Context: an optimization exercise on an open-source flow, tuned for small area, a short achievable clock period and few clock cycles. The choices shown serve that exercise and are no tape-out recipe.
At most, simulation tests tie the RTL to the original design; equivalence was not proved.
Power and IR drop assume default switching activity.

## 09-02
// CONVCOR
module CONVCOR(
  input             clk,
  input             rst_n,
  input             in_valid,
  input      [15:0] in_a,
  input      [15:0] in_b,
  input             in_mode,
  output            out_valid,
  output     [35:0] out
);
Size: roughly 1,600 cells after synthesis, roughly 330 flip-flops, ~73 I/O pins.
export LEC_CHECK = 0
export CAP_MARGIN = 20
export CORE_MARGIN = 2
export CORE_UTILIZATION = 40
export SLEW_MARGIN = 20
create_clock -name core_clock -period 10.0 [get_ports {clk}]
standard.sh (not shown) runs the stock make flow with config.mk's settings and CLKGATE_MAP_FILE= SYNTH_SCRIPT=/design/flow/synth_recipe.tcl, a recipe that flattens the netlist after the stock synthesis.
==> flow/flow/run.sh <==
#!/bin/bash
set -euo pipefail
bash standard.sh SETUP_SLACK_MARGIN=6.0 finish > make_finish.log 2>&1
09-02 ran to completion and came out clean on the timing, DRC and antenna checks.
--- input diff 09-02..12-12 ---
==> flow/flow/run.sh <==
#!/bin/bash
set -euo pipefail
bash standard.sh SETUP_SLACK_MARGIN=7 finish > make_finish.log 2>&1
Findings:
Origin of the worst setup path = o_a: 09-02; origin of the worst setup path = o_r: 12-12. In 12-12 relative to 09-02, via count had gone up by a little under 10%. The logic gate share of total power reported for 12-12 is greater than that of 09-02 by 6.7 points. NOTE: register share of total power in 12-12 falls short of that of 09-02. Looking at post-layout utilization of the core, 12-12 sits 6.9 points higher than 09-02 does. 12-12 vs 09-02: wire length up by more than 10%. 12-12 vs 09-02 on maximum frequency: 12-12 is the higher one.
Function was not checked in any run of this note: the RTL went through the layout flow alone.

---

CONVCOR, a different RTL version from the one above (not shown whole).
Size in the first run: about 1600 cells after synthesis, about 320 flip-flops, roughly 73 I/O pins, ~18000 µm² of cells after synthesis.
// CONVCOR
module CONVCOR(
  input             clk,
  input             rst_n,
  input             in_valid,
  input      [15:0] in_a,
  input      [15:0] in_b,
  input             in_mode,
  output            out_valid,
  output     [35:0] out
);
==> flow/config.mk <==
export PLATFORM = sky130hd
export DESIGN_NAME = CONVCOR
export DESIGN_NICKNAME = CONVCOR
export VERILOG_FILES = /design/flow/design.v
export SDC_FILE = /design/flow/constraint.sdc
export NUM_CORES = 4
export LEC_CHECK = 0
export CAP_MARGIN = 20
export CORE_MARGIN = 2
export CORE_UTILIZATION = 40
export SLEW_MARGIN = 20
==> flow/constraint.sdc <==
create_clock -name core_clock -period 10.0 [get_ports {clk}]
set_input_delay 2.0000 -clock core_clock [delete_from_list [all_inputs] [get_ports {clk}]]
set_output_delay 2.0000 -clock core_clock [all_outputs]
set_load 0.01 [all_outputs]
==> flow/flow/run.sh <==
#!/bin/bash
set -euo pipefail
bash standard.sh SETUP_SLACK_MARGIN=6.8 "BUFFER_PORTS_ARGS=-buffer_cell sky130_fd_sc_hd__buf_2" finish > make_finish.log 2>&1
The starting point completed with no timing, DRC or antenna violations.
Next try:
==> flow/flow/run.sh (replaced) <==
#!/bin/bash
set -euo pipefail
bash standard.sh SETUP_SLACK_MARGIN=6.6 "BUFFER_PORTS_ARGS=-buffer_cell sky130_fd_sc_hd__buf_2" finish > make_finish.log 2>&1
Outcome: Setup slack degrades by 0.030 ns; flip-flop and latch count does not change; cell count fell slightly; final area fell slightly; via count rose slightly; count of clock-buffer cells in the layout stays the same; die area stays the same; non-clock buffer count fell by 12.
Function was not checked in any run of this note: the RTL went through the layout flow alone.

---

Setup of run A:
CONVCOR, a different RTL version from the one above (not shown whole).
For scale: roughly 17000 µm² of cells after synthesis.
==> flow/design.v (excerpt) <==
module CONVCOR(
  input             clk,
  input             rst_n,
  input             in_valid,
  input      [15:0] in_a,
  input      [15:0] in_b,
  input             in_mode,
  output            out_valid,
  output     [35:0] out
);
reg  [3:0]  cnt;           
reg         mode;          
reg  [15:0] ra0, ra1, ra2, rb0, rb1, rb2;   
reg  [15:0] x;             
reg  [3:0]  yr_one, yr_two, yr_neg, yi_one, yi_two, yi_neg;
reg  [1:0]  np, nq;
reg  [17:0] ps_ra, ps_rb, ps_ia, ps_ib;
reg  [35:0] acc, q, o;
reg         ld_q, o_sum, o_q;
reg         ov, ovn;       
wire        idle    = (cnt == 4'd0);
wire        start   = idle & in_valid;
wire        mode_nx = start ? in_mode : mode;
wire        cj      = idle ? in_mode : mode;
wire [3:0]  cnt_nx  = !rst_n ? 4'd0 :
                      idle   ? (in_valid ? 4'd2 : 4'd0) :
                      ((mode && cnt == 4'd6) || (!mode && cnt == 4'd12)) ? 4'd0 :
                      cnt + 4'd1;
function [8:0] ctl;
  input [3:0] c;
  input       m;
  begin
    ctl = {2'd3, 2'd3, 5'b00000};
    if (m) begin
      case (c)
        4'd3:  ctl = {2'd3, 2'd3, 5'b10000};
        4'd4:  ctl = {2'd3, 2'd3, 5'b10100};
        4'd5:  ctl = {2'd3, 2'd3, 5'b00001};
        default: ;
      endcase
    end else begin
      case (c)
        4'd2:  ctl = {2'd0, 2'd3, 5'b00100};
        4'd3:  ctl = {2'd0, 2'd1, 5'b00000};
        4'd4:  ctl = {2'd1, 2'd1, 5'b11000};
        4'd5:  ctl = {2'd0, 2'd1, 5'b00000};
        4'd6:  ctl = {2'd2, 2'd1, 5'b10000};
  ...
==> flow/config.mk <==
export PLATFORM = sky130hd
export DESIGN_NAME = CONVCOR
export DESIGN_NICKNAME = CONVCOR
export VERILOG_FILES = /design/flow/design.v
export SDC_FILE = /design/flow/constraint.sdc
export NUM_CORES = 4
export LEC_CHECK = 0
export CAP_MARGIN = 20
export CORE_MARGIN = 2
export CORE_UTILIZATION = 55
export CTS_CLUSTER_DIAMETER = 80
export CTS_CLUSTER_SIZE = 24
export SLEW_MARGIN = 20
==> flow/constraint.sdc <==
create_clock -name core_clock -period 10.0 [get_ports {clk}]
set_input_delay 2.0000 -clock core_clock [delete_from_list [all_inputs] [get_ports {clk}]]
set_output_delay 2.0000 -clock core_clock [all_outputs]
set_load 0.01 [all_outputs]
==> flow/flow/run.sh <==
#!/bin/bash
set -euo pipefail
bash standard.sh SETUP_SLACK_MARGIN=6.7 "BUFFER_PORTS_ARGS=-buffer_cell sky130_fd_sc_hd__buf_2" finish > make_finish.log 2>&1
Testbench counts of run A, summed over its fixed seeds: cycles 21,468.
Edits applied to the flow inputs when going from run A to run H:
==> flow/flow/run.sh <==
#!/bin/bash
set -euo pipefail
bash standard.sh SETUP_SLACK_MARGIN=6.8 "BUFFER_PORTS_ARGS=-buffer_cell sky130_fd_sc_hd__buf_2" finish > make_finish.log 2>&1
==> run notes <==
Signed area change from the synthesized netlist to the final layout essentially unchanged between run H and run A.
Between run A and run H, the cell area after layout figures differ only marginally.
Min net switching power across run A and run H: run A
Compared with run A, run H shows a lower clock period minus final worst setup slack.
Run H: sequential cell area share 0.22 points above run A

---

Another version of the RTL of CONVCOR (not shown whole).
For scale: roughly 320 flip-flops, about 73 I/O pins.
clock: 10.0 ns
lec_check: 0
cap_margin: 20
core_margin: 2
core_utilization: 40
cts_cluster_diameter: 70
cts_cluster_size: 30
slew_margin: 20
==> flow/flow/run.sh <==
#!/bin/bash
set -euo pipefail
bash standard.sh SETUP_SLACK_MARGIN=6.8 "BUFFER_PORTS_ARGS=-buffer_cell sky130_fd_sc_hd__buf_2" finish > make_finish.log 2>&1
The starting point completed without violations.
Testbench counts at the start, summed over its fixed seeds: cycles 21,468.
Edit:
CTS_CLUSTER_DIAMETER = unset   (was 70)
CTS_CLUSTER_SIZE = unset   (was 30)
What happened:
- The new run ran to the end with no violations
- die area is unchanged
- utilization climbs by 0.62 points
- synthesized area is unchanged
- final cell count is higher slightly
- setup slack improves by 7.9 ps
- clock-buffer cell count is higher by 23
- power rose by a few percent
- fmax stays flat
Edit:
CTS_CLUSTER_DIAMETER = 80   (was unset)
CTS_CLUSTER_SIZE = 24   (was unset)
Cell count decreases by 0.99%.
Sequential share of layout area climbs by 0.89 points.
Power is lower by 5.8%.
Register-to-register slack degrades by 20 ps.
Synthesized cell count does not change.
Non-clock buffer count came out higher by 5.
Count of clock-buffer cells in the layout shrinks by 22.
Cell area falls by 2.4%.
Maximum frequency went up by 0.31%.

---

== build 53 ==
CONVCOR again, from the RTL that the note above started with.
export LEC_CHECK = 0
export CAP_MARGIN = 20
export CORE_MARGIN = 2
export CORE_UTILIZATION = 40
export CTS_CLUSTER_DIAMETER = 80
export CTS_CLUSTER_SIZE = 24
export PLACE_DENSITY = 0.75
export SLEW_MARGIN = 20
create_clock -name core_clock -period 10.0 [get_ports {clk}]
Scripts as last shown in full above: flow/flow/run.sh
Testbench counts of build 53, summed over its fixed seeds: cycles 21,468.
diff inputs: build 53 => build 26
- swapping 40 for 65 in CORE_UTILIZATION
- clearing PLACE_DENSITY, which used to be 0.75
Results
- The flow did not stop early for build 26: all stages ran, and the layout cleared the timing, DRC and antenna checks.
- Diff build 53 -> build 26: worst setup margin now larger, first-pass GRT wire length now smaller.
- Filler cell count in the final layout (build 53 / build 26): 2.0
- [compare] base=build 53 new=build 26: leakage power went down, clock network fraction of design power went down, fraction of the mapped netlist area in simple logic gates did not really move, routed wire length went down, global-route usage went up.
What build 54 does differently from build 26 at the input level:
- swapping 65 for 55 in CORE_UTILIZATION
==> flow/flow/run.sh <==
#!/bin/bash
set -euo pipefail
bash standard.sh SETUP_SLACK_MARGIN=6.9 "BUFFER_PORTS_ARGS=-buffer_cell sky130_fd_sc_hd__buf_2" finish > make_finish.log 2>&1
Build 54 completed; timing, DRC and antenna clean. Post-CTS clock slew at the launch and capture registers of the worst setup and hold paths of build 54 is on par with build 26. Portion of the layout cell area used by non-clock buffers was higher in the run labelled build 54. Summary of build 54 over build 26: post-route core utilization lower, global-route wire length before repair up about 3%.
For build 70, these inputs were changed with respect to build 54:
- swapping 24 for 20 in CTS_CLUSTER_SIZE
- swapping 80 for 60 in CTS_CLUSTER_DIAMETER
- swapping 55 for 40 in CORE_UTILIZATION
==> flow/flow/run.sh <==
#!/bin/bash
set -euo pipefail
bash standard.sh SETUP_SLACK_MARGIN=6.8 "BUFFER_PORTS_ARGS=-buffer_cell sky130_fd_sc_hd__buf_2" finish > make_finish.log 2>&1
### Flow results
From build 54 to build 70 the numbers moved as follows: per-cell via count in the routed design went down by about 10%; switching power summed over all nets up 0.000096 W.
Comparing build 70 and build 54, the higher global-route usage was measured on build 54.
When build 70 is set beside build 54, its combinational fraction of design power turns out to be 4.9 points smaller.
Summary of build 70 over build 54: fmax saw a decrease; critical path arrival higher.
Build 70 falls short of build 54 in routed wire length.
Re hold-critical path depth: no difference whatsoever between build 70 and build 54.
The more densely filled core belongs to build 54, not build 70.
What build 68 does differently from build 70 at the input level:
- swapping 20 for 24 in CTS_CLUSTER_SIZE
- swapping 60 for 80 in CTS_CLUSTER_DIAMETER
- swapping 40 for 55 in CORE_UTILIZATION
### Flow results
- Comparing build 68 and build 70, worst vdd rail ir drop is higher on build 70.
- Going from build 70 to build 68, setup slack climbed 60 ps, hold slack essentially unchanged, sequential share of layout area moved up, share of layout cells above drive strength 1 fell 2.8 points, global-route usage now sits higher.
- On area of the multi-input gates, build 70 tracks build 68 almost exactly.
- Reported for build 68 and build 70, sequential cell count turned out identical to the last digit.
- The die of build 68 is smaller than the one used in build 70.
- | cell count | lower: build 68 |

## port drivers added, routing unchanged
The results above use ideal ports. As a check the final layouts listed here were re-extracted and re-timed, cells and wires unchanged.
Step 1 assumes that a clkbuf_16 drives the clock port and a buf_2 every other input.
Step 2 adds t to the input delays and takes it off the output delays; t is the mean of the earliest and latest rising clock arrival at the registers after step 1. Input paths then give back, and output paths get back, about the clock's delay inside the block.
Three values: ideal ports, drivers, drivers and shift; two values: the first two.
run	t, ns	slack for setup (ns)	worst setup path at the end	worst register clock-pin slew, ns	worst data-port slew with drivers (ns)
09-02	0.595	6.080 / 6.027 / 5.875	input to register	0.07 / 0.07	0.05
12-12	0.599	6.321 / 6.269 / 6.472	input to register	0.06 / 0.06	0.05
the first run of note 2	0.587	6.652 / 6.599 / 6.642	input to register	0.07 / 0.07	0.05
the second run of note 2	0.594	6.622 / 6.569 / 6.656	input to register	0.07 / 0.07	0.05
run A	0.569	6.700 / 6.647 / 6.650	input to register	0.10 / 0.10	0.04
run H	0.568	6.752 / 6.701 / 6.603	input to register	0.10 / 0.10	0.03
the first run of note 4	0.590	6.742 / 6.688 / 6.678	input to register	0.10 / 0.10	0.05
the second run of note 4	0.593	6.750 / 6.696 / 6.677	input to register	0.06 / 0.06	0.05
the third run of note 4	0.575	6.760 / 6.705 / 6.677	input to register	0.09 / 0.09	0.05
build 53	0.563	6.685 / 6.634 / 6.690	input to register	0.10 / 0.10	0.06
build 26	0.559	6.765 / 6.714 / 6.593	input to register	0.10 / 0.10	0.03
build 54	0.568	6.765 / 6.714 / 6.581	input to register	0.10 / 0.10	0.03
build 70	0.627	6.713 / 6.657 / 6.677	input to register	0.08 / 0.08	0.05
build 68	0.564	6.773 / 6.721 / 6.655	input to register	0.10 / 0.10	0.03
After both steps every run listed still meets setup and hold. The setup slack of 09-02, which loses most, moves by -0.053 ns with the drivers and by -0.205 ns with both steps.
